From an optimization exercise on the open Yosys and OpenROAD flow, aimed at small area, a short achievable clock period and few clock cycles per item; shortcuts taken in it are not production practice.
RTL that was checked went through simulation tests only; none was proved equivalent to the original.
No functional check of the RTL was part of runs 1 and 2.

==> design/flow/design.v <==
`timescale 1ns / 1ps
module cordic_rca #(parameter W = 18) (
  input  [W-1:0] a,
  input  [W-1:0] b,
  input          ci,
  output [W-1:0] s
);
  wire [W:0] c;
  assign c[0] = ci;
  genvar g;
  generate
    for (g = 0; g < W; g = g + 1) begin : bit_
      assign s[g]   = a[g] ^ b[g] ^ c[g];
      assign c[g+1] = (a[g] & b[g]) | (a[g] & c[g]) | (b[g] & c[g]);
    end
  endgenerate
endmodule
module cordic_math_processor(
  input             clk,
  input             reset,
  input             start,
  input      [2:0]  opcode,
  input      [31:0] data_in,
  output reg [31:0] result1,
  output reg [31:0] result2,
  output reg        done
);
  localparam ST_IDLE = 3'd0, ST_PREP = 3'd1, ST_ITER = 3'd2, ST_XPOST = 3'd3,
             ST_LPOST = 3'd4, ST_MUL = 3'd5, ST_SHIFT = 3'd6;
  reg [2:0]  st;
  reg [4:0]  cnt;
  reg [3:0]  sh4;              
  reg        sh0;              
  reg        frst;             
  reg [1:0]  op;
  reg [5:0]  kk;               
  reg        kneg;             
  reg [17:0] x;                
  reg [17:0] y;                
  reg [25:0] z;                
  wire rot = op[1];
  wire [31:0] d = {x[7:0], z[23:0]};    
  wire [5:0] kbit = kk & (~kk + 6'd1);
  reg [15:0] atab;
  reg [21:0] ctab;
  always @(*) begin
    case (cnt)
      5'd0: atab = 16'd35999;  5'd1: atab = 16'd16739;  5'd2: atab = 16'd8235;
      5'd3: atab = 16'd4101;   5'd4: atab = 16'd4101;   5'd5: atab = 16'd2049;
      5'd6: atab = 16'd1024;   5'd7: atab = 16'd512;    5'd8: atab = 16'd256;
      5'd9: atab = 16'd128;    5'd10: atab = 16'd64;    5'd11: atab = 16'd32;
      5'd12: atab = 16'd16;    5'd13: atab = 16'd8;     5'd14: atab = 16'd4;
      5'd15: atab = 16'd2;     default: atab = 16'd1;
    endcase
    if (st == ST_LPOST) begin
      ctab = 22'd0;
      if (kbit[0]) ctab = ctab | 22'd45426;
      if (kbit[1]) ctab = ctab | 22'd90852;
      if (kbit[2]) ctab = ctab | 22'd181704;
      if (kbit[3]) ctab = ctab | 22'd363408;
      if (kbit[4]) ctab = ctab | 22'd726816;
      if (kbit[5]) ctab = ctab | 22'd1453632;
    end else if (op == 2'd1)
      ctab = {5'd0, atab, 1'b0};
    else
      ctab = {6'd0, atab};
  end
  wire        l16 = (d[31:16] == 16'd0);
  wire [31:0] na  = l16 ? {d[15:0], 16'd0} : d;
  wire        l8  = (na[31:24] == 8'd0);
  wire [31:0] nb  = l8 ? {na[23:0], 8'd0} : na;
  wire        l4  = (nb[31:28] == 4'd0);
  wire [31:0] nc  = l4 ? {nb[27:0], 4'd0} : nb;
  wire        l2  = (nc[31:30] == 2'd0);
  wire [31:0] ne  = l2 ? {nc[29:0], 2'd0} : nc;
  wire        l1  = ~ne[31];
  wire        nzero = (ne[31:30] == 2'd0);
  wire [31:0] nl  = l1 ? {ne[30:0], 1'b0} : ne;
  wire [4:0]  lsh = {l16, l8, l4, l2, l1};
  wire [3:0]  le2 = {l16, l8, l4, l2};
  reg  [17:0] x0, y0;
  reg  [5:0]  kn;
  always @(*) begin
    if (!op[0]) begin
      x0 = {1'b0, {1'b0, ne[31:30]} + 3'd1, ne[29:16]};
      y0 = {2'b00, ne[31:30] - 2'd1, ne[29:16]};
      kn = 6'd8 - {2'b00, le2};
      if (nzero) begin
        x0 = 18'd16384;
        y0 = -18'sd16384;
        kn = -6'sd16;
      end
    end else begin
      if (nzero) begin
        x0 = 18'd65536;
        y0 = -18'sd65536;
        kn = -6'sd32;
      end else if (l16) begin
        x0 = {2'b01, nl[31:16]};
        y0 = {2'b11, nl[31:16]};
        kn = 6'd16 - {1'b0, lsh};
      end else if (lsh <= 5'd14 && nl[30:14] == 17'd0) begin
        x0 = 18'd196608;
        y0 = 18'd65536;
        kn = 6'd14 - {1'b0, lsh};
      end else begin
        x0 = {2'b10, nl[30:15]};
        y0 = {2'b00, nl[30:15]};
        kn = 6'd15 - {1'b0, lsh};
      end
    end
  end
  wire [5:0] kabs = (op[0] & kn[5]) ? (6'd0 - kn) : kn;
  wire        dsat = ~((&d[31:17]) | ~(|d[31:17]));
  wire [21:0] zc   = dsat ? (d[31] ? -22'sd131072 : 22'sd131071) : {{4{d[17]}}, d[17:0]};
  wire it   = (st == ST_ITER);
  wire dir  = rot ? (frst ? ~d[31] : ~z[18]) : y[17];      
  wire adds = ~it | dir;
  wire zsub = it ? dir : kneg;
  wire [17:0] ysh = $signed({y[17], y[17:1]}) >>> sh4;
  wire [17:0] xs1 = {1'b0, x[17:1]} >> sh4;
  wire [17:0] xsh = sh0 ? x : xs1;
  wire [17:0] xsum, ysum;
  wire [21:0] zsum;
  cordic_rca #(18) ax (.a(x), .b(ysh ^ {18{~adds}}), .ci(~adds), .s(xsum));
  cordic_rca #(18) ay (.a(y), .b(xsh ^ {18{~adds}}), .ci(~adds), .s(ysum));
  wire [21:0] za = frst ? zc : z[21:0];
  cordic_rca #(22) az (.a(za), .b(ctab ^ {22{zsub}}), .ci(zsub), .s(zsum));
  reg [4:0] sh_n;
  always @(*) begin
    sh_n = 5'd1;
    case (st)
      ST_ITER:
        if (cnt == 5'd16) sh_n = (op == 2'd2) ? 5'd0 : 5'd2;
        else if (cnt <= 5'd2) sh_n = cnt + 5'd2;
        else sh_n = cnt + 5'd1;
      ST_MUL:
        case (cnt)
          5'd0: sh_n = 5'd3;  5'd1: sh_n = 5'd3;  5'd2: sh_n = 5'd2;
          5'd3: sh_n = 5'd2;  5'd4: sh_n = 5'd1;  default: sh_n = 5'd3;
        endcase
      default: sh_n = 5'd1;
    endcase
  end
  wire last = (cnt == 5'd16);
  reg  fin;                    
  always @(*) begin
    case (st)
      ST_ITER:  fin = last & (op[1] ? op[0] : (op[0] & (kk == 6'd0)));
      ST_XPOST: fin = 1'b1;
      ST_LPOST: fin = ((kk & (kk - 6'd1)) == 6'd0);
      ST_MUL:   fin = (cnt == 5'd6) & (kk == 6'd0);
      ST_SHIFT: fin = (kk == 6'd1) | (kk == 6'h3f);
      default:  fin = 1'b0;
    endcase
  end
  always @(posedge clk or negedge reset) begin
    if (!reset) begin
      st   <= ST_IDLE;
      done <= 1'b0;
    end else if (start) begin
      st   <= opcode[1] ? ST_ITER : ST_PREP;
      done <= 1'b0;
    end else begin
      done <= done | fin;
      if (fin) st <= ST_IDLE;
      else case (st)
        ST_PREP: st <= ST_ITER;
        ST_ITER:
          if (last) st <= (op == 2'd0) ? ST_MUL : (op == 2'd2) ? ST_XPOST : ST_LPOST;
        ST_MUL:
          if (cnt == 5'd6) st <= ST_SHIFT;
        default: ;
      endcase
    end
  end
  always @(posedge clk) begin
    if (start) begin
      op   <= opcode[1:0];
      cnt  <= 5'd0;
      frst <= opcode[1];
    end else begin
      frst <= 1'b0;
      if (st == ST_ITER || st == ST_MUL)
        cnt <= last ? 5'd0 : cnt + 5'd1;
      else
        cnt <= 5'd0;
    end
  end
  always @(posedge clk) begin
    sh4 <= sh_n[3:0] - 4'd1;
    sh0 <= (sh_n == 5'd0);
    case (st)
      ST_PREP: begin
        x    <= x0;
        y    <= y0;
        kk   <= kabs;
        kneg <= kn[5];
      end
      ST_ITER: begin
        if (frst) begin
          x <= 18'd79141;
          y <= d[31] ? -18'sd39570 : 18'sd39570;
        end else begin
          x <= xsum;
          y <= (last && op == 2'd0) ? xsum : ysum;
        end
      end
      ST_XPOST: y <= ysum;
      ST_MUL:
        if (!cnt[0]) begin y <= ysum; x <= y; end
        else begin x <= xsum; y <= x; end
      ST_SHIFT:
        kk <= kk[5] ? kk + 6'd1 : kk - 6'd1;
      ST_LPOST:
        kk <= kk & (kk - 6'd1);
      default: ;
    endcase
    if (fin && op != 2'd3) x <= 18'd0;
    if (start) x[7:0] <= data_in[31:24];
  end
  always @(posedge clk) begin
    if (start)
      z <= {2'b00, data_in[23:0]};
    else case (st)
      ST_PREP:  z <= 26'd0;
      ST_ITER:
        if (last && op[1]) z <= {{8{ysum[17] & op[0]}}, ysum};    
        else z <= {{4{zsum[21]}}, zsum};
      ST_LPOST: z <= {{4{zsum[21]}}, zsum};
      ST_XPOST: z <= {8'd0, ysum};
      ST_MUL:   if (cnt == 5'd6) z <= {8'd0, ysum};
      ST_SHIFT: z <= kk[5] ? (z >> 1) : (z << 1);
      default: ;
    endcase
  end
  always @(*) begin
    result1 = {{6{z[25]}}, z};
    result2 = {14'd0, x};
  end
endmodule
==> design/flow/run.sh <==
#!/bin/bash
# synth_recipe.tcl (not shown) runs the flow's synth.tcl, then flattens the netlist and writes it again
# the make line also repeats each setting of config.mk as NAME=value (left out here)
make -C /OpenROAD-flow-scripts/flow DESIGN_CONFIG=/design/flow/config.mk WORK_HOME=/design/flow/orfs CLKGATE_MAP_FILE= SYNTH_SCRIPT=/design/flow/synth_recipe.tcl finish
==> design/flow/config.mk <==
export PLATFORM = sky130hd
export DESIGN_NAME = cordic_math_processor
export DESIGN_NICKNAME = cordic_math_processor
export VERILOG_FILES = /design/flow/design.v
export SDC_FILE = /design/flow/constraint.sdc
export NUM_CORES = 4
export LEC_CHECK = 0
export ABC_AREA = 1
export CAP_MARGIN = 20
export CORE_MARGIN = 2
export CORE_UTILIZATION = 40
export SLEW_MARGIN = 20
==> design/flow/constraint.sdc <==
create_clock -name core_clock -period 45.0 [get_ports {clk}]
set_input_delay 9.0000 -clock core_clock [delete_from_list [all_inputs] [get_ports {clk}]]
set_output_delay 9.0000 -clock core_clock [all_outputs]
set_load 0.01 [all_outputs]
==> run notes, run 1 <==
post-detailed-routing wire length=46300 um; sequential fraction of the synthesis area=0.215; pin count of the biggest net entering global routing=58; total of hold buffers inserted after clock tree synthesis=0; number of standard cells in the final layout excluding fillers=2252; count of TritonRoute iterations in the first routing pass=5; I/O pin total=103; routed metal-1 wire length=20000 um; leading register cell type out of synthesis=sky130_fd_sc_hd__edfxtp_1; routed wire length on met2=20300 um; Maximum Capacitance Violations=0; Final GP Congestion=0.956; Cells after Synth=1833; startpoint class of the critical path=flop; worst endpoint data arrival time=12.02 ns; Slew headroom=0.266; cell types occupying the most area after synthesis=sky130_fd_sc_hd__edfxtp_1, sky130_fd_sc_hd__nand2_1, sky130_fd_sc_hd__o21ai_0; # Post-CTS Setup Buffers=0; die extent in x=180 um; routed wl met3=4090 um; fraction of layout cells with a size suffix above 1=0.0533; outcome=no timing/DRC/antenna violations; area of the die=32300 um2; start of the worst register-to-register path=frst; post-synthesis instance area=12400 um2; wire length of the first global-routing pass=71700 um; most used standard cells in the synthesized netlist=sky130_fd_sc_hd__nand2_1, sky130_fd_sc_hd__o21ai_0, sky130_fd_sc_hd__inv_1; required time reported for the critical path endpoint=45.14 ns; cell mode on critical path=sky130_fd_sc_hd__fa_1; Setup Skew=0.0150 ns; final critical-path required period=11.88 ns; FP Rows=64; gr ovfl total=0; total of buffers placed on input and output ports=87; Clock Sink Count=102; highest fanout seen on the critical path=23; ANT nets after route=0; CP Class=reg -> reg; clock tree root buffer cell=sky130_fd_sc_hd__clkbuf_16; layout filler cell count=3212; nature of the critical path endpoint=flop; register clock-pin slew on the reported worst setup and hold paths=0.08 ns; post-synth top area share=0.143; Skew-Pair Late Insertion Delay=0.38 ns; layout net count=1967; Iteration-0 DRC Markers=1586; summed negative setup slack over all endpoints=0 ns; TritonCTS clock tree=built; number of global-route vias before repair=12200; Detailed Place HPWL=36300 um; die height=180 um; ANT cells=0; r2r setup slk=33.12 ns; Initial Util=0.405; initial antenna violation count=0; Max Transition Viols Final=0; slew at the pin closest to its max-slew limit=1.10 ns; Worst Hold Class=reg -> reg; maximum clock path buffer count=2; detailed-route wire length per cell=20.6 um; leading area contributor after synthesis=sky130_fd_sc_hd__edfxtp_1; core area=30500 um2; fin crit share=0.264; detailed-route DRC error count=0; number of placed cells counting well taps=2236; Async S/R FF share, synth=0.0392; Post-CTS Resized=0; worst setup path startpoint=frst; Hold Path Origin=done; Avg Synthesized Cell Area=6.74 um2; P&R area growth vs syn=10.6%; max layer used=met4; number of CTS-inserted buffers=9; flops & latches, synth=102; number of distinct library cells after synthesis=59; final hold vios=0; per-cell via count in the routed design=5.82; total track usage=0.282; post-route worst hold slack=0.535 ns; DR vias=13100; Setup violations, final=0; EDFF count, synth=59; number of H-tree branching levels=3; maximum operating frequency=84.2 MHz; most common cell in the synthesized netlist=sky130_fd_sc_hd__nand2_1; slowest cell on the critical path=sky130_fd_sc_hd__dfxtp_1; largest stage delay on the critical path=0.95 ns; unrepaired setup endpoints after global routing=false; count of yosys warnings during synthesis=1
## path summary, 6_finish.rpt
path	depth (start not counted)	endpoint
hold / removal	2	done
setup / recovery	34	z[23]
hold reg to reg	2	done
setup reg to reg	34	z[23]
min in group asynchronous	1	done
max in group asynchronous	1	st[2]
## routing by layer
layer,vias up,global-route usage
met4,0,0.120
met5,-,0
li1,6198,-
met1,6106,0.396
met2,691,0.430
met3,116,0.0466
## layout make-up
cell class	count	area, um2	share of cell area
multi-input cells	1416	8370	0.613
flip-flops and latches	102	2650	0.194
repair buffers	111	1050	0.0766
inverters	211	802	0.0587
well taps	396	495	0.0363
clock buffers	10	239	0.0175
clock inverters	6	50.0	0.00366
## logic make-up (layout without fill, tap and decap cells)
group,Yosys count,count (layout),synth area share
flip-flops,102,102,0.215
adder cells (fa/ha/maj),78,78,0.111
other,1,14,0.000304
XOR/XNOR,67,67,0.0475
AND/OR/NAND/NOR,746,746,0.263
AO/OA/AOI/OAI,501,501,0.244
buffers and inverters,328,338,0.112
multiplexers,10,10,0.00810
## stage by stage
step / cell area, um2 / util / worst slack [ns]
6_report: 13700 / 0.448 / 33.12
5_1_grt: 13700 / 0.448 / 32.56
4_1_cts: 13700 / 0.448 / 33.26
3_5_place_dp: 13400 / 0.438 / 33.24
3_3_place_gp: 13400 / 0.438 / 33.32
2_1_floorplan: 12400 / - / 34.32
## cells in the final DEF, fill, tap and decap left out, types with 7 or more instances in the layout
cell type,netlist,layout
sky130_fd_sc_hd__ha_1,26,26
sky130_fd_sc_hd__xnor2_1,21,21
sky130_fd_sc_hd__a22oi_1,34,34
sky130_fd_sc_hd__o21bai_1,7,7
sky130_fd_sc_hd__fa_1,52,52
sky130_fd_sc_hd__buf_4,27,24
sky130_fd_sc_hd__o221ai_1,13,13
sky130_fd_sc_hd__xor2_1,46,46
sky130_fd_sc_hd__o21ai_1,15,14
sky130_fd_sc_hd__nand3_1,114,114
sky130_fd_sc_hd__mux2i_1,10,10
sky130_fd_sc_hd__nor2_1,115,115
sky130_fd_sc_hd__o22ai_1,26,26
sky130_fd_sc_hd__o2111ai_1,16,16
sky130_fd_sc_hd__a221oi_1,19,19
sky130_fd_sc_hd__nand2_2,15,15
sky130_fd_sc_hd__o211ai_1,26,26
sky130_fd_sc_hd__inv_1,202,202
sky130_fd_sc_hd__edfxtp_1,59,59
sky130_fd_sc_hd__nand4_1,7,7
sky130_fd_sc_hd__o31ai_1,8,8
sky130_fd_sc_hd__a21oi_1,77,77
sky130_fd_sc_hd__clkdlybuf4s50_1,0,86
sky130_fd_sc_hd__o21ai_0,228,227
sky130_fd_sc_hd__nor3_1,13,13
sky130_fd_sc_hd__dfxtp_1,39,39
sky130_fd_sc_hd__clkbuf_16,0,9
sky130_fd_sc_hd__nand2_4,8,8
sky130_fd_sc_hd__conb_1,1,14
sky130_fd_sc_hd__nand2_1,442,442
## worst max-delay path: cells and delay by family, from the launching register on
family | cells | cell delay [ns]
XOR/XNOR | 2 | 0.37
buffers and inverters | 6 | 1.63
flip-flops | 1 | 0.95
multiplexers | 1 | 0.20
AND/OR/NAND/NOR | 6 | 0.74
adder cells (fa/ha/maj) | 16 | 6.79
AO/OA/AOI/OAI | 3 | 0.94
==> run 2: changes to the inputs <==
--- a/design/flow/design.v
+++ b/design/flow/design.v
@@ -15,4 +15,24 @@
     end
   endgenerate
+endmodule
+module cordic_csa #(parameter W = 18, parameter L = 12) (
+  input  [W-1:0] a,
+  input  [W-1:0] b,
+  input          ci,
+  output [W-1:0] s
+);
+  wire [L:0] cl;
+  wire [W-1:L] s0, s1;
+  cordic_rca #(L) lo (.a(a[L-1:0]), .b(b[L-1:0]), .ci(ci), .s(s[L-1:0]));
+  assign cl[0] = ci;
+  genvar g;
+  generate
+    for (g = 0; g < L; g = g + 1) begin : cy_
+      assign cl[g+1] = (a[g] & b[g]) | (a[g] & cl[g]) | (b[g] & cl[g]);
+    end
+  endgenerate
+  cordic_rca #(W-L) h0 (.a(a[W-1:L]), .b(b[W-1:L]), .ci(1'b0), .s(s0));
+  cordic_rca #(W-L) h1 (.a(a[W-1:L]), .b(b[W-1:L]), .ci(1'b1), .s(s1));
+  assign s[W-1:L] = cl[L] ? s1 : s0;
 endmodule
 module cordic_math_processor(
@@ -33,4 +53,6 @@
   reg        sh0;              
   reg        frst;             
+  reg        satf;             
+  reg        sgnf;             
   reg [1:0]  op;
   reg [5:0]  kk;               
@@ -113,7 +135,6 @@
   wire [5:0] kabs = (op[0] & kn[5]) ? (6'd0 - kn) : kn;
   wire        dsat = ~((&d[31:17]) | ~(|d[31:17]));
-  wire [21:0] zc   = dsat ? (d[31] ? -22'sd131072 : 22'sd131071) : {{4{d[17]}}, d[17:0]};
   wire it   = (st == ST_ITER);
-  wire dir  = rot ? (frst ? ~d[31] : ~z[18]) : y[17];      
+  wire dir  = rot ? (frst ? ~d[31] : satf ? ~sgnf : ~z[18]) : y[17];      
   wire adds = ~it | dir;
   wire zsub = it ? dir : kneg;
@@ -123,8 +144,7 @@
   wire [17:0] xsum, ysum;
   wire [21:0] zsum;
-  cordic_rca #(18) ax (.a(x), .b(ysh ^ {18{~adds}}), .ci(~adds), .s(xsum));
-  cordic_rca #(18) ay (.a(y), .b(xsh ^ {18{~adds}}), .ci(~adds), .s(ysum));
-  wire [21:0] za = frst ? zc : z[21:0];
-  cordic_rca #(22) az (.a(za), .b(ctab ^ {22{zsub}}), .ci(zsub), .s(zsum));
+  cordic_csa #(18, 12) ax (.a(x), .b(ysh ^ {18{~adds}}), .ci(~adds), .s(xsum));
+  cordic_csa #(18, 12) ay (.a(y), .b(xsh ^ {18{~adds}}), .ci(~adds), .s(ysum));
+  cordic_csa #(22, 13) az (.a(z[21:0]), .b(ctab ^ {22{zsub}}), .ci(zsub), .s(zsum));
   reg [4:0] sh_n;
   always @(*) begin
@@ -182,4 +202,8 @@
     end else begin
       frst <= 1'b0;
+      if (frst) begin
+        satf <= dsat;
+        sgnf <= d[31];
+      end
       if (st == ST_ITER || st == ST_MUL)
         cnt <= last ? 5'd0 : cnt + 5'd1;
--- a/design/flow/config.mk
+++ b/design/flow/config.mk
@@ -9,4 +9,4 @@
 export CAP_MARGIN = 20
 export CORE_MARGIN = 2
-export CORE_UTILIZATION = 40
+export CORE_UTILIZATION = 65
 export SLEW_MARGIN = 20
==> run notes, run 2 <==
outcome=no timing/DRC/antenna violations; fraction of layout cells with a size suffix above 1=0.0535; flops & latches, synth=104; Cells after Synth=1981; I/O pin total=103; number of CTS-inserted buffers=9; final critical-path required period=10.83 ns; wire length of the first global-routing pass=71900 um; Layout Cell Area excl Fill=14100 um2; DR vias=14500; largest stage delay on the critical path=0.81 ns; Clock Sink Count=104; Maximum Capacitance Violations=0; register clock-pin slew on the reported worst setup and hold paths=0.08 ns; most common library cell in the layout ignoring fill and taps=sky130_fd_sc_hd__nand2_1; detailed-route wire length per cell=20.3 um; final setup margin=34.17 ns; Max Transition Viols Final=0; Hold Path Origin=done; number of global-route vias before repair=13100; worst endpoint data arrival time=1.83 ns; commonest non-fill, non-tap cells in the layout=sky130_fd_sc_hd__nand2_1, sky130_fd_sc_hd__inv_1, sky130_fd_sc_hd__o21ai_0, sky130_fd_sc_hd__nor2_1, sky130_fd_sc_hd__nand3_1; ordered list of cells on the worst path=clkdlybuf4s50_1; fin crit share=0.241; R2R depth=35; most common cell in the synthesized netlist=sky130_fd_sc_hd__nand2_1; start of the worst register-to-register path=st[1]; number of distinct library cells after synthesis=63; initial antenna violation count=2; total stage count of the critical path=1; number of H-tree branching levels=3; area of the die=21300 um2; slew at the pin closest to its max-slew limit=1.05 ns; endpoint of the lowest-slack register-to-register path=z[22]; sequential fraction of the synthesis area=0.207; slowest cell on the critical path=sky130_fd_sc_hd__edfxtp_1; Setup Skew=0.0147 ns; layout net count=2114; core area=19600 um2; total track usage=0.425; Async S/R FF share, synth=0.0385; highest fanout seen on the critical path=10; die height=146 um; Setup violations, final=0; maximum operating frequency=92.4 MHz; die extent in x=146 um; final hold vios=0; layout filler cell count=1694; most used standard cells in the synthesized netlist=sky130_fd_sc_hd__nand2_1, sky130_fd_sc_hd__inv_1, sky130_fd_sc_hd__o21ai_0; unrepaired setup endpoints after global routing=false; count of yosys warnings during synthesis=1; post-synthesis instance area=13100 um2; Skew-Pair Late Insertion Delay=0.37 ns; total of buffers placed on input and output ports=87; detailed-route DRC error count=0; post-detailed-routing wire length=46000 um; nature of the critical path endpoint=output pin; number of cells on the worst hold path=2; summed negative setup slack over all endpoints=0 ns; total of hold buffers inserted after clock tree synthesis=0; maximum clock path buffer count=2; startpoint class of the critical path=flop; Worst path top cell family by delay=flip-flops; leading area contributor after synthesis=sky130_fd_sc_hd__nand2_1; ANT nets after route=0; Slew headroom=0.295; count of TritonRoute iterations in the first routing pass=7; P&R area growth vs syn=8.12%; Initial Util=0.667; worst slack at placement=33.91 ns; Worst Hold End=done; Detailed Place HPWL=35900 um; required time reported for the critical path endpoint=36.00 ns; CP Class=reg -> out; Iteration-0 DRC Markers=2295; Cell Area, Placed=13800 um2; total buffers and inverters traversed by the critical path=1; FP Rows=51; per-cell via count in the routed design=6.41; EDFF count, synth=61; # Post-CTS Setup Buffers=0; pin count of the biggest net entering global routing=59; gr ovfl total=0; TritonCTS clock tree=built; Worst Hold Class=reg -> reg; cell types occupying the most area after synthesis=sky130_fd_sc_hd__nand2_1, sky130_fd_sc_hd__edfxtp_1, sky130_fd_sc_hd__o21ai_0; Avg Synthesized Cell Area=6.60 um2; leading register cell type out of synthesis=sky130_fd_sc_hd__edfxtp_1; Final GP Congestion=1.02; post-synth top area share=0.160; Post-CTS Resized=0; clock tree root buffer cell=sky130_fd_sc_hd__clkbuf_16; r2r setup slk=34.45 ns; Post-Route Utilization=0.722
-- run 2: changes by cell type after synthesis, sizes merged, moves of 18 or more --
| cell | previous run | this run |
|---|---|---|
| ha | 26 | 47 |
| fa | 52 | 34 |
| nand2 | 465 | 591 |
| o21ai | 247 | 219 |
| clkbuf | 75 | 54 |
| xor2 | 46 | 67 |
-- run 2: worst max path at each step --
stage	startpoint	end
after floorplan	start	z[0]
after global placement	start	st[0]
after detailed placement	start	st[0]
after CTS	x[7]	result2[7]
after global routing	st[1]	z[22]
final	x[7]	result2[7]
-- run 2: logic make-up (layout without fill, tap and decap cells) --
kind of cell             after synthesis  count (layout)  synth area share
multiplexers                           9               9           0.00689
other                                  1              15          0.000287
XOR/XNOR                              83              83            0.0556
AO/OA/AOI/OAI                        479             479             0.223
adder cells (fa/ha/maj)               81              81            0.0970
AND/OR/NAND/NOR                      878             878             0.295
flip-flops                           104             104             0.207
buffers and inverters                346             352             0.114
-- run 2: cell type report --
cell class	count	area, um2	area share
Multi-Input combinational cell	1544	8930	0.631
Sequential cell	104	2710	0.192
Timing Repair Buffer	103	986	0.0697
Inverter	233	885	0.0626
Tap cell	265	332	0.0235
Clock buffer	9	225	0.0159
Clock inverter	7	67.6	0.00478
Antenna cell	1	2.50	0.000177
-- run 2: metrics by stage --
step	hold WS, ns	cells
finish	0.536	2266
global route	0.582	2265
CTS	0.531	2265
detailed placement	0.509	2249
global placement	0.484	2249
floorplan	0.484	1994
-- run 2: metal layers --
metal | track usage | wire (um)
met5 | 0 | 62
met4 | 0.192 | 2570
met3 | 0.102 | 6060
met2 | 0.656 | 20000
met1 | 0.565 | 17300
==> run 3: changes to the inputs <==
--- a/design/flow/design.v
+++ b/design/flow/design.v
@@ -97,40 +97,19 @@
   wire [31:0] ne  = l2 ? {nc[29:0], 2'd0} : nc;
   wire        l1  = ~ne[31];
-  wire        nzero = (ne[31:30] == 2'd0);
-  wire [31:0] nl  = l1 ? {ne[30:0], 1'b0} : ne;
-  wire [4:0]  lsh = {l16, l8, l4, l2, l1};
-  wire [3:0]  le2 = {l16, l8, l4, l2};
-  reg  [17:0] x0, y0;
-  reg  [5:0]  kn;
-  always @(*) begin
-    if (!op[0]) begin
-      x0 = {1'b0, {1'b0, ne[31:30]} + 3'd1, ne[29:16]};
-      y0 = {2'b00, ne[31:30] - 2'd1, ne[29:16]};
-      kn = 6'd8 - {2'b00, le2};
-      if (nzero) begin
-        x0 = 18'd16384;
-        y0 = -18'sd16384;
-        kn = -6'sd16;
-      end
-    end else begin
-      if (nzero) begin
-        x0 = 18'd65536;
-        y0 = -18'sd65536;
-        kn = -6'sd32;
-      end else if (l16) begin
-        x0 = {2'b01, nl[31:16]};
-        y0 = {2'b11, nl[31:16]};
-        kn = 6'd16 - {1'b0, lsh};
-      end else if (lsh <= 5'd14 && nl[30:14] == 17'd0) begin
-        x0 = 18'd196608;
-        y0 = 18'd65536;
-        kn = 6'd14 - {1'b0, lsh};
-      end else begin
-        x0 = {2'b10, nl[30:15]};
-        y0 = {2'b00, nl[30:15]};
-        kn = 6'd15 - {1'b0, lsh};
-      end
-    end
-  end
+  wire        nzero = ~ne[31] & ~ne[30];
+  wire [4:0]  lsh = {l16, l8, l4, l2, l1};       
+  wire        sel2 = op[0] & l1 & ~l16;
+  wire        sel1 = op[0] & (l1 ^ ~l16);
+  wire [17:0] nw   = ne[31:14];
+  wire        lspec = op[0] & ~l16 & (lsh <= 5'd14) &
+                      ((l1 ? ne[29:13] : ne[30:14]) == 17'd0);
+  wire [17:0] nn   = lspec ? 18'h20000 :
+                     sel2 ? nw : sel1 ? {1'b0, nw[17:1]} : {2'b00, nw[17:2]};
+  wire [3:0]  cq = op[0] ? 4'd4 : 4'd1;
+  wire [17:0] x0 = {nn[17:14] + cq, nn[13:0]};
+  wire [17:0] y0 = {nn[17:14] - cq, nn[13:0]};
+  wire [5:0]  kn = !op[0] ? (nzero ? -6'sd16 : 6'd8 - {2'b00, l16, l8, l4, l2}) :
+                   nzero  ? -6'sd32 :
+                   6'd15 - {1'b0, lsh} + {5'd0, l16} - {5'd0, lspec};
   wire [5:0] kabs = (op[0] & kn[5]) ? (6'd0 - kn) : kn;
   wire        dsat = ~((&d[31:17]) | ~(|d[31:17]));
--- a/design/flow/config.mk
+++ b/design/flow/config.mk
@@ -9,4 +9,4 @@
 export CAP_MARGIN = 20
 export CORE_MARGIN = 2
-export CORE_UTILIZATION = 65
+export CORE_UTILIZATION = 55
 export SLEW_MARGIN = 20
==> run notes, run 3 <==
Iteration-0 DRC Markers=1720; most common library cell in the layout ignoring fill and taps=sky130_fd_sc_hd__nand2_1; fraction of layout cells with a size suffix above 1=0.0491; XOR/XNOR share of the synthesized area=0.0553; fin crit share=0.243; FP Rows=56; gr ovfl total=0; number of global-route vias before repair=12700; leading area contributor after synthesis=sky130_fd_sc_hd__nand2_1; post-synth top area share=0.161; highest fanout seen on the critical path=49; nature of the critical path endpoint=flop; Post-CTS Resized=0; die height=158 um; Slew headroom=0.311; final setup margin=34.05 ns; core area=23300 um2; post-synthesis instance area=13000 um2; I/O pin total=103; Maximum Capacitance Violations=0; count of yosys warnings during synthesis=1; # Post-CTS Setup Buffers=0; P&R area growth vs syn=9.31%; area of the die=24900 um2; post-detailed-routing wire length=46500 um; startpoint class of the critical path=input port; slew at the pin closest to its max-slew limit=1.03 ns; Worst Hold Class=reg -> reg; per-cell via count in the routed design=5.98; worst slack at placement=33.77 ns; area share of fa/ha/maj cells after synthesis=0.110; TritonCTS clock tree=built; Skew-Pair Late Insertion Delay=0.37 ns; wire length of the first global-routing pass=71700 um; Max Transition Viols Final=0; worst endpoint data arrival time=10.89 ns; DR vias=14100; Detailed Place HPWL=36300 um; maximum clock path buffer count=2; total track usage=0.375; detailed-route DRC error count=0; CP Class=in -> reg; Setup violations, final=0; summed negative setup slack over all endpoints=0 ns; initial antenna violation count=0; ANT cells=0; main combinational cell family by area after synthesis=simple AND/OR/NAND/NOR gates; cell types occupying the most area after synthesis=sky130_fd_sc_hd__nand2_1, sky130_fd_sc_hd__edfxtp_1, sky130_fd_sc_hd__o21ai_0; total of buffers placed on input and output ports=87; most common cell in the synthesized netlist=sky130_fd_sc_hd__nand2_1; number of H-tree branching levels=3; Initial Util=0.557; final critical-path required period=10.95 ns; outcome=no timing/DRC/antenna violations; mux contribution to synthesized area=0.00462; number of distinct library cells after synthesis=57; Clock Sink Count=104; Avg Synthesized Cell Area=6.44 um2; simple-gate share of the synthesized area=0.298; flops & latches, synth=104; synthesized-area fraction occupied by ao, oa, aoi and oai cells=0.209; layout filler cell count=2286; sequential fraction of the synthesis area=0.209; clock tree root buffer cell=sky130_fd_sc_hd__clkbuf_16; most used standard cells in the synthesized netlist=sky130_fd_sc_hd__nand2_1, sky130_fd_sc_hd__o21ai_0, sky130_fd_sc_hd__inv_1; Setup Skew=0.0224 ns; number of standard cells in the final layout excluding fillers=2356; leading register cell type out of synthesis=sky130_fd_sc_hd__edfxtp_1; ANT nets after route=0; Cells after Synth=2016; Async S/R FF share, synth=0.0385; count of TritonRoute iterations in the first routing pass=10; required time reported for the critical path endpoint=44.94 ns; register clock-pin slew on the reported worst setup and hold paths=0.07 ns; die extent in x=158 um; pin count of the biggest net entering global routing=55; total of hold buffers inserted after clock tree synthesis=0; layout net count=2163; number of placed cells counting well taps=2339; unrepaired setup endpoints after global routing=false; commonest non-fill, non-tap cells in the layout=sky130_fd_sc_hd__nand2_1, sky130_fd_sc_hd__o21ai_0, sky130_fd_sc_hd__inv_1, sky130_fd_sc_hd__nor2_1, sky130_fd_sc_hd__nand3_1; post-route worst hold slack=0.521 ns; number of CTS-inserted buffers=9; detailed-route wire length per cell=19.7 um; maximum operating frequency=91.3 MHz; Final GP Congestion=0.977; final hold vios=0; EDFF count, synth=61
-- run 3: cell types whose count changed after synthesis, sizes merged, moves of 6 or more --
cell,change
a22o,-6
ha,+11
o22ai,-17
a22oi,-16
clkbuf,+12
or2,+11
nand3,+22
buf,-11
o21ai,+35
inv,+16
o21bai,-7
-- run 3: final timing paths --
path	startpoint	to	slack, ns	depth (start not counted)
hold / removal	done	done	0.52	2
min in group asynchronous	reset	st[0]	8.84	1
setup reg to reg	st[2]	y[17]	35.04	29
hold reg to reg	done	done	0.52	2
max in group asynchronous	reset	st[1]	35.99	1
setup / recovery	start	x[5]	34.05	6
-- run 3: routing by layer --
metal  global-route usage  part of all wire  wire length, um  vias to the layer above
met2                0.570              0.43            20000                      790
met5                    0                 0                0                        -
met3               0.0545             0.098             4540                      101
li1                     -                 -                -                     6680
met4                0.126             0.036             1670                        0
met1                0.544              0.44            20300                     6520
-- run 3: worst max-delay path, cell delays in order --
cell,delay [ns]
sky130_fd_sc_hd__buf_2,0.09
sky130_fd_sc_hd__buf_4,0.31
sky130_fd_sc_hd__inv_1,0.82
sky130_fd_sc_hd__nand2_1,0.11
sky130_fd_sc_hd__inv_1,0.10
sky130_fd_sc_hd__nand3_1,0.43
-- run 3: final cells by class --
class	instances	area, um2	share of cell area
flip-flops and latches	104	2710	0.191
inverters	247	930	0.0655
well taps	319	399	0.0281
multi-input cells	1564	8850	0.623
clock buffers	12	268	0.0189
clock inverters	4	31.3	0.00220
repair buffers	106	1010	0.0710
-- run 3: cell families (layout without fill, tap and decap cells) --
logic type | Yosys count | after routing
simple gates | 904 | 904
compound gates | 465 | 465
buf+inv | 361 | 369
flops | 104 | 104
fa+ha+maj | 93 | 93
xor+xnor | 82 | 82
mux | 6 | 6
other cells | 1 | 14
-- run 3: per-stage QoR --
stage	area (um2)	utilization
after floorplan	13000	-
after global placement	13900	0.595
after detailed placement	13900	0.595
after CTS	14200	0.608
after global routing	14200	0.608
final	14200	0.608
Testbench counts of run 3, summed over its fixed seeds: cycles 27,985, ops 1,280.
==> run 4: changes to the inputs <==
--- a/design/flow/design.v
+++ b/design/flow/design.v
@@ -46,14 +46,14 @@
   output reg        done
 );
-  localparam ST_IDLE = 3'd0, ST_PREP = 3'd1, ST_ITER = 3'd2, ST_XPOST = 3'd3,
+  localparam ST_IDLE = 3'd0, ST_ITER = 3'd2, ST_XPOST = 3'd3,
              ST_LPOST = 3'd4, ST_MUL = 3'd5, ST_SHIFT = 3'd6;
+  reg        strt;             
   reg [2:0]  st;
   reg [4:0]  cnt;
   reg [3:0]  sh4;              
   reg        sh0;              
-  reg        frst;             
   reg        satf;             
   reg        sgnf;             
-  reg [1:0]  op;
+  reg [1:0]  op;               
   reg [5:0]  kk;               
   reg        kneg;             
@@ -61,5 +61,6 @@
   reg [17:0] y;                
   reg [25:0] z;                
-  wire rot = op[1];
+  wire rot  = op[1];
+  wire frst = strt & rot;
   wire [31:0] d = {x[7:0], z[23:0]};    
   wire [5:0] kbit = kk & (~kk + 6'd1);
@@ -75,5 +76,5 @@
       5'd15: atab = 16'd2;     default: atab = 16'd1;
     endcase
-    if (st == ST_LPOST) begin
+    if (st == ST_LPOST && !strt) begin
       ctab = 22'd0;
       if (kbit[0]) ctab = ctab | 22'd45426;
@@ -114,5 +115,5 @@
   wire [5:0] kabs = (op[0] & kn[5]) ? (6'd0 - kn) : kn;
   wire        dsat = ~((&d[31:17]) | ~(|d[31:17]));
-  wire it   = (st == ST_ITER);
+  wire it   = (st == ST_ITER) | frst;
   wire dir  = rot ? (frst ? ~d[31] : satf ? ~sgnf : ~z[18]) : y[17];      
   wire adds = ~it | dir;
@@ -129,5 +130,6 @@
   always @(*) begin
     sh_n = 5'd1;
-    case (st)
+    if (strt) sh_n = rot ? 5'd2 : 5'd1;
+    else case (st)
       ST_ITER:
         if (cnt == 5'd16) sh_n = (op == 2'd2) ? 5'd0 : 5'd2;
@@ -145,5 +147,6 @@
   reg  fin;                    
   always @(*) begin
-    case (st)
+    if (strt) fin = 1'b0;
+    else case (st)
       ST_ITER:  fin = last & (op[1] ? op[0] : (op[0] & (kk == 6'd0)));
       ST_XPOST: fin = 1'b1;
@@ -156,14 +159,13 @@
   always @(posedge clk or negedge reset) begin
     if (!reset) begin
+      strt <= 1'b0;
       st   <= ST_IDLE;
       done <= 1'b0;
-    end else if (start) begin
-      st   <= opcode[1] ? ST_ITER : ST_PREP;
-      done <= 1'b0;
     end else begin
-      done <= done | fin;
-      if (fin) st <= ST_IDLE;
+      strt <= start;
+      done <= ~start & (done | fin);
+      if (strt) st <= ST_ITER;
+      else if (fin) st <= ST_IDLE;
       else case (st)
-        ST_PREP: st <= ST_ITER;
         ST_ITER:
           if (last) st <= (op == 2'd0) ? ST_MUL : (op == 2'd2) ? ST_XPOST : ST_LPOST;
@@ -175,18 +177,16 @@
   end
   always @(posedge clk) begin
-    if (start) begin
-      op   <= opcode[1:0];
-      cnt  <= 5'd0;
-      frst <= opcode[1];
-    end else begin
-      frst <= 1'b0;
-      if (frst) begin
-        satf <= dsat;
-        sgnf <= d[31];
-      end
-      if (st == ST_ITER || st == ST_MUL)
-        cnt <= last ? 5'd0 : cnt + 5'd1;
-      else
-        cnt <= 5'd0;
+    op <= opcode[1:0];
+    if (start)
+      cnt <= 5'd0;
+    else if (strt)
+      cnt <= {4'd0, rot};
+    else if (st == ST_ITER || st == ST_MUL)
+      cnt <= last ? 5'd0 : cnt + 5'd1;
+    else
+      cnt <= 5'd0;
+    if (frst) begin
+      satf <= dsat;
+      sgnf <= d[31];
     end
   end
@@ -194,6 +194,9 @@
     sh4 <= sh_n[3:0] - 4'd1;
     sh0 <= (sh_n == 5'd0);
-    case (st)
-      ST_PREP: begin
+    if (strt) begin
+      if (rot) begin
+        x <= 18'd79141;
+        y <= d[31] ? -18'sd39570 : 18'sd39570;
+      end else begin
         x    <= x0;
         y    <= y0;
@@ -201,24 +204,22 @@
         kneg <= kn[5];
       end
-      ST_ITER: begin
-        if (frst) begin
-          x <= 18'd79141;
-          y <= d[31] ? -18'sd39570 : 18'sd39570;
-        end else begin
+    end else begin
+      case (st)
+        ST_ITER: begin
           x <= xsum;
           y <= (last && op == 2'd0) ? xsum : ysum;
         end
-      end
-      ST_XPOST: y <= ysum;
-      ST_MUL:
-        if (!cnt[0]) begin y <= ysum; x <= y; end
-        else begin x <= xsum; y <= x; end
-      ST_SHIFT:
-        kk <= kk[5] ? kk + 6'd1 : kk - 6'd1;
-      ST_LPOST:
-        kk <= kk & (kk - 6'd1);
-      default: ;
-    endcase
-    if (fin && op != 2'd3) x <= 18'd0;
+        ST_XPOST: y <= ysum;
+        ST_MUL:
+          if (!cnt[0]) begin y <= ysum; x <= y; end
+          else begin x <= xsum; y <= x; end
+        ST_SHIFT:
+          kk <= kk[5] ? kk + 6'd1 : kk - 6'd1;
+        ST_LPOST:
+          kk <= kk & (kk - 6'd1);
+        default: ;
+      endcase
+      if (fin && op != 2'd3) x <= 18'd0;
+    end
     if (start) x[7:0] <= data_in[31:24];
   end
@@ -226,6 +227,7 @@
     if (start)
       z <= {2'b00, data_in[23:0]};
+    else if (strt)
+      z <= rot ? {{4{zsum[21]}}, zsum} : 26'd0;
     else case (st)
-      ST_PREP:  z <= 26'd0;
       ST_ITER:
         if (last && op[1]) z <= {{8{ysum[17] & op[0]}}, ysum};    
==> design/flow/flow/run.sh (new file) <==
#!/bin/bash
# Standard layout (the standard.sh: ORFS synthesis through finish), with
# the resizer's setup repair asked to keep extra slack on every path, so that
# it sizes the critical paths for a shorter achieved period. The SDC, clock
# period and all constraints are the standard flow's own and unchanged.
set -euo pipefail
export SETUP_SLACK_MARGIN=35
bash standard.sh > flow_make.log 2>&1
==> design/flow/standard.sh (new file) <==
#!/bin/bash
# synth_recipe.tcl (not shown) runs the flow's synth.tcl, then flattens the netlist and writes it again
# the make line also repeats each setting of config.mk as NAME=value (left out here)
make -C /OpenROAD-flow-scripts/flow DESIGN_CONFIG=/design/flow/config.mk WORK_HOME=/design/flow/orfs CLKGATE_MAP_FILE= SYNTH_SCRIPT=/design/flow/synth_recipe.tcl "${@:-finish}"
removed: design/flow/run.sh
==> run notes, run 4 <==
Avg Synthesized Cell Area=6.51 um2; highest fanout seen on the critical path=3; wire length of the first global-routing pass=74900 um; most used standard cells in the synthesized netlist=sky130_fd_sc_hd__nand2_1, sky130_fd_sc_hd__o21ai_0, sky130_fd_sc_hd__inv_1; leading register cell type out of synthesis=sky130_fd_sc_hd__edfxtp_1; Final GP Congestion=1.01; post-synth top area share=0.163; clock tree root buffer cell=sky130_fd_sc_hd__clkbuf_16; ordered list of cells on the worst path=buf_2; CP Class=reg -> out; most common cell in the synthesized netlist=sky130_fd_sc_hd__nand2_1; required time reported for the critical path endpoint=36.00 ns; detailed-route DRC error count=0; Cells after Synth=1949; Initial Util=0.560; I/O pin total=103; maximum operating frequency=99.0 MHz; Skew-Pair Late Insertion Delay=0.39 ns; detailed-route wire length per cell=21.3 um; gr ovfl total=0; DR vias=14400; number of distinct library cells after synthesis=56; P&R area growth vs syn=11.4%; Maximum Capacitance Violations=0; unrepaired setup endpoints after global routing=true; biggest regs=z x26, x x18, y x18; per-cell via count in the routed design=6.24; total buffers and inverters traversed by the critical path=1; post-detailed-routing wire length=49100 um; layout filler cell count=2236; number of placed cells counting well taps=2232; slowest cell on the critical path=sky130_fd_sc_hd__edfxtp_1; fin crit share=0.225; outcome=no timing/DRC/antenna violations; Clock Sink Count=88; nature of the critical path endpoint=output pin; worst setup path startpoint=z[13]; EDFF count, synth=69; layout net count=2147; maximum clock path buffer count=2; Setup Skew=0.0182 ns; register clock-pin slew on the reported worst setup and hold paths=0.09 ns; fraction of layout cells with a size suffix above 1=0.107; pin count of the biggest net entering global routing=56; leading area contributor after synthesis=sky130_fd_sc_hd__edfxtp_1; worst endpoint data arrival time=1.11 ns; die height=156 um; Max Transition Viols Final=0; die extent in x=156 um; count of yosys warnings during synthesis=1; most common library cell in the layout ignoring fill and taps=sky130_fd_sc_hd__nand2_1; worst slack at placement=33.80 ns; Biggest register=z; max reg flops=26; Async S/R FF share, synth=0.0568; Worst Hold Class=reg -> reg; ANT nets after route=0; final critical-path required period=10.11 ns; number of standard cells in the final layout excluding fillers=2307; Hold Path Origin=done; sequential fraction of the synthesis area=0.195; commonest non-fill, non-tap cells in the layout=sky130_fd_sc_hd__nand2_1, sky130_fd_sc_hd__o21ai_0, sky130_fd_sc_hd__inv_1, sky130_fd_sc_hd__nand3_1, sky130_fd_sc_hd__nor2_1; number of CTS-inserted buffers=9; Slew headroom=0.256; startpoint class of the critical path=flop; final setup margin=34.89 ns; slew at the pin closest to its max-slew limit=1.11 ns; TritonCTS clock tree=built; total of hold buffers inserted after clock tree synthesis=0; cell types occupying the most area after synthesis=sky130_fd_sc_hd__edfxtp_1, sky130_fd_sc_hd__nand2_1, sky130_fd_sc_hd__o21ai_0; post-synthesis instance area=12700 um2; summed negative setup slack over all endpoints=0 ns; number of H-tree branching levels=3; initial antenna violation count=2; Worst path top cell family by delay=flip-flops; core area=22600 um2; Setup violations, final=0; number of global-route vias before repair=13300; Post-Route Utilization=0.624; largest stage delay on the critical path=0.53 ns; count of TritonRoute iterations in the first routing pass=9; total of buffers placed on input and output ports=87; flops & latches, synth=88; start of the worst register-to-register path=x[7]; FP Rows=55; Detailed Place HPWL=37000 um; total track usage=0.405; area of the die=24300 um2; final hold vios=0; Iteration-0 DRC Markers=1892
-- run 4: routing by layer --
metal / global-route usage / wire length, um
met4: 0.228 / 3380
met2: 0.655 / 22100
met5: 0 / 20
met3: 0.0950 / 5010
met1: 0.497 / 18600
-- run 4: cells by family after synthesis --
group / after synthesis / share of synthesized area
AND/OR/NAND/NOR: 804 / 0.271
flip-flops: 88 / 0.195
adder cells (fa/ha/maj): 94 / 0.113
AO/OA/AOI/OAI: 514 / 0.236
multiplexers: 12 / 0.00947
other: 1 / 0.000296
buffers and inverters: 352 / 0.116
XOR/XNOR: 84 / 0.0580
-- run 4: worst paths after layout --
kind                                to  slack [ns]  depth (start not counted)
max                        result1[13]       34.89                          1
min                               done        0.53                          2
max reg2reg                      z[21]       35.49                         44
min reg2reg                       done        0.53                          2
max in group asynchronous         strt       35.98                          1
min in group asynchronous         done        8.83                          1
-- run 4: final cells by class --
| cell class | instances | area [um2] | area share |
|---|---|---|---|
| timing repair buffer | 160 | 1190 | 0.0840 |
| multi-input combinational | 1522 | 8890 | 0.630 |
| tap | 285 | 357 | 0.0252 |
| sequential | 88 | 2490 | 0.176 |
| clock inverter | 7 | 73.8 | 0.00522 |
| inverter | 234 | 897 | 0.0635 |
| clock buffer | 9 | 225 | 0.0159 |
| antenna | 2 | 5.00 | 0.000354 |
-- run 4: repair_timing --
| action | 4_1_cts | 5_1_grt |
|---|---|---|
| setup endpoints to repair | 109 | 41 |
| buffers inserted | 46 | 11 |
| pin swaps | 0 | 1 |
| gates resized for setup | 203 | 36 |
| endpoints found under the hold margin | 0 | 0 |
-- run 4: stage by stage --
step           cell area (um2)  hold WS [ns]
3_5_place_dp             13500         0.521
4_1_cts                  14000         0.536
5_1_grt                  14100         0.569
3_3_place_gp             13500         0.480
6_report                 14100         0.528
2_1_floorplan            12800         0.535
Testbench counts of run 4, summed over its fixed seeds: cycles 27,985, ops 1,280.
==> run 5: changes to the inputs <==
--- a/design/flow/design.v
+++ b/design/flow/design.v
@@ -110,8 +110,8 @@
   wire [17:0] x0 = {nn[17:14] + cq, nn[13:0]};
   wire [17:0] y0 = {nn[17:14] - cq, nn[13:0]};
-  wire [5:0]  kn = !op[0] ? (nzero ? -6'sd16 : 6'd8 - {2'b00, l16, l8, l4, l2}) :
-                   nzero  ? -6'sd32 :
-                   6'd15 - {1'b0, lsh} + {5'd0, l16} - {5'd0, lspec};
-  wire [5:0] kabs = (op[0] & kn[5]) ? (6'd0 - kn) : kn;
+  wire [5:0]  ksq  = nzero ? 6'b110000 : 6'd8 - {2'b00, l16, l8, l4, l2};
+  wire [5:0]  kln  = nzero ? 6'd32 : l16 ? {2'b00, lsh[3:0]} : {2'b00, ~lsh[3:0]} - {5'd0, lspec};
+  wire        klng = nzero | (l16 & (lsh[3:0] != 4'd0));
+  wire [5:0]  kabs = op[0] ? kln : ksq;
   wire        dsat = ~((&d[31:17]) | ~(|d[31:17]));
   wire it   = (st == ST_ITER) | frst;
@@ -127,19 +127,21 @@
   cordic_csa #(18, 12) ay (.a(y), .b(xsh ^ {18{~adds}}), .ci(~adds), .s(ysum));
   cordic_csa #(22, 13) az (.a(z[21:0]), .b(ctab ^ {22{zsub}}), .ci(zsub), .s(zsum));
-  reg [4:0] sh_n;
-  always @(*) begin
-    sh_n = 5'd1;
-    if (strt) sh_n = rot ? 5'd2 : 5'd1;
+  reg [3:0] sh4_n;
+  reg       sh0_n;
+  always @(*) begin
+    sh4_n = 4'd0;
+    sh0_n = 1'b0;
+    if (strt) sh4_n = {3'd0, rot};
     else case (st)
       ST_ITER:
-        if (cnt == 5'd16) sh_n = (op == 2'd2) ? 5'd0 : 5'd2;
-        else if (cnt <= 5'd2) sh_n = cnt + 5'd2;
-        else sh_n = cnt + 5'd1;
+        if (last) begin sh4_n = 4'd1; sh0_n = (op == 2'd2); end
+        else if (cnt <= 5'd2) sh4_n = cnt[3:0] + 4'd1;
+        else sh4_n = cnt[3:0];
       ST_MUL:
         case (cnt)
-          5'd0: sh_n = 5'd3;  5'd1: sh_n = 5'd3;  5'd2: sh_n = 5'd2;
-          5'd3: sh_n = 5'd2;  5'd4: sh_n = 5'd1;  default: sh_n = 5'd3;
+          5'd0: sh4_n = 4'd2;  5'd1: sh4_n = 4'd2;  5'd2: sh4_n = 4'd1;
+          5'd3: sh4_n = 4'd1;  5'd4: sh4_n = 4'd0;  default: sh4_n = 4'd2;
         endcase
-      default: sh_n = 5'd1;
+      default: ;
     endcase
   end
@@ -192,6 +194,6 @@
   end
   always @(posedge clk) begin
-    sh4 <= sh_n[3:0] - 4'd1;
-    sh0 <= (sh_n == 5'd0);
+    sh4 <= sh4_n;
+    sh0 <= sh0_n;
     if (strt) begin
       if (rot) begin
@@ -202,5 +204,5 @@
         y    <= y0;
         kk   <= kabs;
-        kneg <= kn[5];
+        kneg <= klng;
       end
     end else begin
--- a/design/flow/config.mk
+++ b/design/flow/config.mk
@@ -7,6 +7,7 @@
 export LEC_CHECK = 0
 export ABC_AREA = 1
-export CAP_MARGIN = 20
+export CAP_MARGIN = 10
 export CORE_MARGIN = 2
-export CORE_UTILIZATION = 55
-export SLEW_MARGIN = 20
+export CORE_UTILIZATION = 65
+export CTS_BUF_LIST = sky130_fd_sc_hd__clkbuf_4 sky130_fd_sc_hd__clkbuf_8
+export SLEW_MARGIN = 10
==> run notes, run 5 <==
per-cell via count in the routed design=6.54; clock tree root buffer cell=sky130_fd_sc_hd__clkbuf_8; Setup Skew=0.0138 ns; Cells after Synth=1912; number of standard cells in the final layout excluding fillers=2231; number of CTS-inserted buffers=9; fin crit share=0.224; wire length of the first global-routing pass=71900 um; final critical-path required period=10.10 ns; Layout Cell Area excl Fill=13600 um2; Initial Util=0.659; Slew headroom=0.164; total of buffers placed on input and output ports=87; DR vias=14600; post-synthesis instance area=12300 um2; worst endpoint data arrival time=1.10 ns; Async S/R FF share, synth=0.0568; leading register cell type out of synthesis=sky130_fd_sc_hd__edfxtp_1; P&R area growth vs syn=10.7%; Cell Area, Placed=13100 um2; gr ovfl total=0; sequential fraction of the synthesis area=0.202; Detailed Place HPWL=34700 um; required time reported for the critical path endpoint=36.00 ns; number of H-tree branching levels=3; unrepaired setup endpoints after global routing=true; detailed-route DRC error count=0; Clock Sink Count=88; nature of the critical path endpoint=output pin; Avg Synthesized Cell Area=6.43 um2; Iteration-0 DRC Markers=2340; pin count of the biggest net entering global routing=58; count of yosys warnings during synthesis=1; ANT nets after route=0; flops & latches, synth=88; Skew-Pair Late Insertion Delay=0.41 ns; FP Rows=50; Max Transition Viols Final=0; CP Class=reg -> out; post-detailed-routing wire length=47600 um; die height=142 um; TritonCTS clock tree=built; area of the die=20000 um2; EDFF count, synth=69; register area=2480 um2; Worst Hold Class=reg -> reg; I/O pin total=103; outcome=no timing/DRC/antenna violations; initial antenna violation count=4; core area=18600 um2; final hold vios=0; register clock-pin slew on the reported worst setup and hold paths=0.11 ns; Final GP Congestion=1.05; maximum operating frequency=99.0 MHz; Biggest register=z; post-synth top area share=0.169; commonest non-fill, non-tap cells in the layout=sky130_fd_sc_hd__nand2_1, sky130_fd_sc_hd__o21ai_0, sky130_fd_sc_hd__inv_1, sky130_fd_sc_hd__nor2_1, sky130_fd_sc_hd__nand3_1; detailed-route wire length per cell=21.3 um; biggest regs=z x26, x x18, y x18; Maximum Capacitance Violations=0; Post-Route Utilization=0.730; most common cell in the synthesized netlist=sky130_fd_sc_hd__nand2_1; footprint of the multi-input gates=8520 um2; die extent in x=142 um; number of global-route vias before repair=13100; Setup violations, final=0; max reg flops=26; total track usage=0.467; layout net count=2110; slew at the pin closest to its max-slew limit=1.24 ns; post-route worst hold slack=0.588 ns; total of hold buffers inserted after clock tree synthesis=0; layout filler cell count=1622; leading area contributor after synthesis=sky130_fd_sc_hd__edfxtp_1; most used standard cells in the synthesized netlist=sky130_fd_sc_hd__nand2_1, sky130_fd_sc_hd__o21ai_0, sky130_fd_sc_hd__inv_1; highest fanout seen on the critical path=2; number of placed cells counting well taps=2152; fraction of layout cells with a size suffix above 1=0.106; maximum clock path buffer count=2; summed negative setup slack over all endpoints=0 ns; startpoint class of the critical path=flop; cell types occupying the most area after synthesis=sky130_fd_sc_hd__edfxtp_1, sky130_fd_sc_hd__nand2_1, sky130_fd_sc_hd__o21ai_0; count of TritonRoute iterations in the first routing pass=7; number of distinct library cells after synthesis=58; most common library cell in the layout ignoring fill and taps=sky130_fd_sc_hd__nand2_1
[run 5: changes by cell type after synthesis, sizes merged, moves of 6 or more]
cell,change
nand4,+8
ha,-12
nor2,+17
buf,-12
inv,-15
o21ai,-14
o211ai,-7
clkbuf,+6
[run 5: metrics by stage]
step	worst slack, ns
2_1_floorplan	34.93
3_3_place_gp	34.12
3_5_place_dp	34.08
4_1_cts	34.91
5_1_grt	34.90
6_report	34.90
[run 5: cell families (layout without fill, tap and decap cells)]
kind of cell,after synthesis,after routing,synth area share
AO/OA/AOI/OAI,487,487,0.230
XOR/XNOR,80,80,0.0570
adder cells (fa/ha/maj),81,81,0.103
buffers and inverters,331,402,0.112
flip-flops,88,88,0.202
multiplexers,11,11,0.00896
other,1,15,0.000305
AND/OR/NAND/NOR,833,833,0.287
[run 5: per-layer routing]
layer  routed length (um)  vias to the layer above  track usage
li1                     -                     6561            -
met1                16600                     6559        0.571
met2                20500                     1185        0.709
met3                 6570                      283        0.135
met4                 3890                        2        0.327
met5                    9                        -            0
[run 5: final cells by class]
class | instances | area share
Multi-Input combinational cell | 1506 | 0.626
Clock inverter | 7 | 0.00561
Inverter | 219 | 0.0614
Sequential cell | 88 | 0.182
Clock buffer | 9 | 0.00911
Timing Repair Buffer | 166 | 0.0932
Timing Repair inverter | 1 | 0.000368
Antenna cell | 1 | 0.000184
Tap cell | 234 | 0.0215
[run 5: critical path, stage by stage, from the launching register on]
cell and delay (ns):
sky130_fd_sc_hd__edfxtp_1 0.43, sky130_fd_sc_hd__buf_12 0.15, sky130_fd_sc_hd__buf_6 0.11
[run 5: worst paths after layout]
check,startpoint,endpoint,slack [ns],cells after the start
max,x[7],result2[7],34.90,2
min,st[1],st[1],0.59,2
max reg2reg,sh4[1],z[21],35.28,35
min reg2reg,st[1],st[1],0.59,2
max in group asynchronous,reset,done,36.01,1
min in group asynchronous,reset,st[0],8.81,1
[run 5: timing repair]
action / in CTS / in global routing
buffers inserted: 47 / 14
setup endpoints to repair: 120 / 42
resized for setup: 214 / 11
cloned: 0 / 1
Testbench counts of run 5, summed over its fixed seeds: cycles 27,985, ops 1,280.
==> run 6: changes to the inputs <==
==> design/flow/config.mk (replaced) <==
export PLATFORM = sky130hd
export DESIGN_NAME = cordic_math_processor
export DESIGN_NICKNAME = cordic_math_processor
export VERILOG_FILES = /design/flow/design.v
export SDC_FILE = /design/flow/constraint.sdc
export NUM_CORES = 4
export LEC_CHECK = 0
export ABC_AREA = 1
export CAP_MARGIN = 20
export CORE_MARGIN = 2
export CORE_UTILIZATION = 55
export SLEW_MARGIN = 20
==> run notes, run 6 <==
Setup violations, final=0; Setup Skew=0.0157 ns; Final GP Congestion=1.04; maximum operating frequency=99.6 MHz; Post-Route Utilization=0.632; EDFF count, synth=69; gr ovfl total=0; CP Class=reg -> out; Top Usage Layer GRT=met2; layout net count=2110; total of hold buffers inserted after clock tree synthesis=0; number of CTS-inserted buffers=9; wire length of the first global-routing pass=75300 um; count of TritonRoute iterations in the first routing pass=9; total track usage=0.409; per-cell via count in the routed design=6.27; DR vias=14300; outcome=no timing/DRC/antenna violations; number of placed cells counting well taps=2201; count of yosys warnings during synthesis=1; die height=154 um; Iteration-0 DRC Markers=1779; Layout Cell Area excl Fill=13800 um2; final hold vios=0; max reg flops=26; detailed-route DRC error count=0; global routing usage on met3=0.0716; Max Transition Viols Final=0; maximum clock path buffer count=2; ANT cells=0; layout filler cell count=2125; total of buffers placed on input and output ports=87; Detailed Place HPWL=37100 um; largest stage delay on the critical path=0.42 ns; slew at the pin closest to its max-slew limit=1.04 ns; number of distinct library cells after synthesis=58; biggest regs=z x26, x x18, y x18; Avg Synthesized Cell Area=6.43 um2; startpoint class of the critical path=flop; number of H-tree branching levels=3; Maximum Capacitance Violations=0; Initial Util=0.562; slowest cell on the critical path=sky130_fd_sc_hd__edfxtp_1; number of standard cells in the final layout excluding fillers=2276; ANT nets after route=0; area of the die=23600 um2; worst endpoint data arrival time=1.04 ns; most common cell in the synthesized netlist=sky130_fd_sc_hd__nand2_1; ordered list of cells on the worst path=buf_12 > buf_6; sequential fraction of the synthesis area=0.202; P&R area growth vs syn=12.5%; fraction of layout cells with a size suffix above 1=0.108; met2 track demand over resource in global routing=0.658; FP Rows=54; highest fanout seen on the critical path=2; flops & latches, synth=88; unrepaired setup endpoints after global routing=true; most common library cell in the layout ignoring fill and taps=sky130_fd_sc_hd__nand2_1; detailed-route wire length per cell=21.7 um; die extent in x=154 um; pin count of the biggest net entering global routing=58; initial antenna violation count=0; met1 Usage GRT=0.507; I/O pin total=103; core area=21900 um2; register clock-pin slew on the reported worst setup and hold paths=0.07 ns; post-synth top area share=0.169; most used standard cells in the synthesized netlist=sky130_fd_sc_hd__nand2_1, sky130_fd_sc_hd__o21ai_0, sky130_fd_sc_hd__inv_1; clock tree root buffer cell=sky130_fd_sc_hd__clkbuf_16; leading area contributor after synthesis=sky130_fd_sc_hd__edfxtp_1; Worst Hold Class=reg -> reg; commonest non-fill, non-tap cells in the layout=sky130_fd_sc_hd__nand2_1, sky130_fd_sc_hd__o21ai_0, sky130_fd_sc_hd__inv_1, sky130_fd_sc_hd__nor2_1, sky130_fd_sc_hd__nand3_1; summed negative setup slack over all endpoints=0 ns; cell types occupying the most area after synthesis=sky130_fd_sc_hd__edfxtp_1, sky130_fd_sc_hd__nand2_1, sky130_fd_sc_hd__o21ai_0; TritonCTS clock tree=built; Slew headroom=0.305; Async S/R FF share, synth=0.0568; Clock Sink Count=88; fin crit share=0.223; post-route worst hold slack=0.499 ns; post-detailed-routing wire length=49300 um; leading register cell type out of synthesis=sky130_fd_sc_hd__edfxtp_1; Cells after Synth=1912; Cell Area, Placed=13200 um2; required time reported for the critical path endpoint=36.00 ns; post-synthesis instance area=12300 um2; Skew-Pair Late Insertion Delay=0.37 ns; Biggest register=z; final critical-path required period=10.04 ns; nature of the critical path endpoint=output pin; number of global-route vias before repair=13300
-- run 6: cell count changes in the layout (fill, tap and decap cells not counted), sizes merged --
cell	before	now
clkdlybuf4s15	1	9
bufinv	1	0
bufbuf	0	1
buf	130	112
diode	1	0
clkinv	8	10
clkinvlp	4	6
clkbuf	9	18
inv	214	211
-- run 6: worst paths after layout --
path                       startpoint    endpoint  slack, ns  depth (start not counted)
min reg2reg                      done        done       0.50                          2
max reg2reg                    sh4[3]       z[23]      35.58                         33
min in group asynchronous       reset        done       8.90                          1
max in group asynchronous       reset       st[1]      35.85                          1
min                              done        done       0.50                          2
max                              x[7]  result2[7]      34.96                          2
-- run 6: cells by family after synthesis --
group                    share of synthesized area
other                                     0.000305
buffers and inverters                        0.112
AND/OR/NAND/NOR                              0.287
AO/OA/AOI/OAI                                0.230
multiplexers                               0.00896
flip-flops                                   0.202
XOR/XNOR                                    0.0570
adder cells (fa/ha/maj)                      0.103
-- run 6: cell type report --
type	count	area, um2	share of cell area
timing repair buffer	165	1340	0.0967
clock buffer	10	239	0.0173
multi-input combinational	1506	8530	0.617
inverter	219	837	0.0605
timing repair inverter	2	10.0	0.000724
clock inverter	6	43.8	0.00317
tap	280	350	0.0253
sequential	88	2480	0.179
-- run 6: what timing repair did --
action / CTS / global route
gates cloned: 1 / 2
endpoints found under the setup margin: 122 / 61
gates resized for setup: 197 / 21
buffers inserted: 46 / 10
pin swaps: 0 / 1
-- run 6: metal layers --
layer | wire, um | vias up | part of all wire
li1 | - | 6566 | -
met1 | 18200 | 6495 | 0.37
met2 | 22200 | 976 | 0.45
met3 | 5170 | 223 | 0.10
met4 | 3770 | 0 | 0.076
met5 | 0 | - | 0
-- run 6: through the flow --
step           setup slack, ns
3_5_place_dp             34.01
2_1_floorplan            34.93
6_report                 34.96
5_1_grt                  34.96
4_1_cts                  34.97
3_3_place_gp             34.03
-- run 6: critical path, delay by kind of cell (launching register included) --
kind	cells	cell delay (ns)
flip-flops	1	0.42
buffers and inverters	2	0.26

what the ideal ports hide:
No port has a modelled driver above. Below, the same layouts with a new extraction and two added sets of constraints. Step 1, drivers: a clkbuf_16 drives clk and a buf_2 each remaining input, both assumed. Step 2 moves the port delays by t, midway between the first and last clock arrival at a register: inputs arrive t later, outputs are due t later. That takes back most of the time a late clock gives input paths. a / b / c = ideal ports / drivers / drivers and shift; a / b = the first two.
run | t, ns | setup slack, ns | worst register clock-pin slew, ns | pins driven straight from the clock port
run 1 | 0.417 | 33.118 / 33.118 / 33.118 | 0.08 / 0.08 | 1
run 2 | 0.410 | 34.172 / 34.122 / 33.823 | 0.09 / 0.09 | 1
run 3 | 0.414 | 34.052 / 34.081 / 33.667 | 0.09 / 0.09 | 1
run 4 | 0.424 | 34.895 / 34.846 / 34.632 | 0.09 / 0.09 | 1
run 5 | 0.446 | 34.898 / 34.852 / 34.558 | 0.11 / 0.11 | 1
run 6 | 0.413 | 34.963 / 34.911 / 34.668 | 0.08 / 0.08 | 1
After both steps every run listed still meets setup and hold. The setup slack of run 3, which loses most, moves by +0.029 ns with the drivers and by -0.385 ns with both steps.
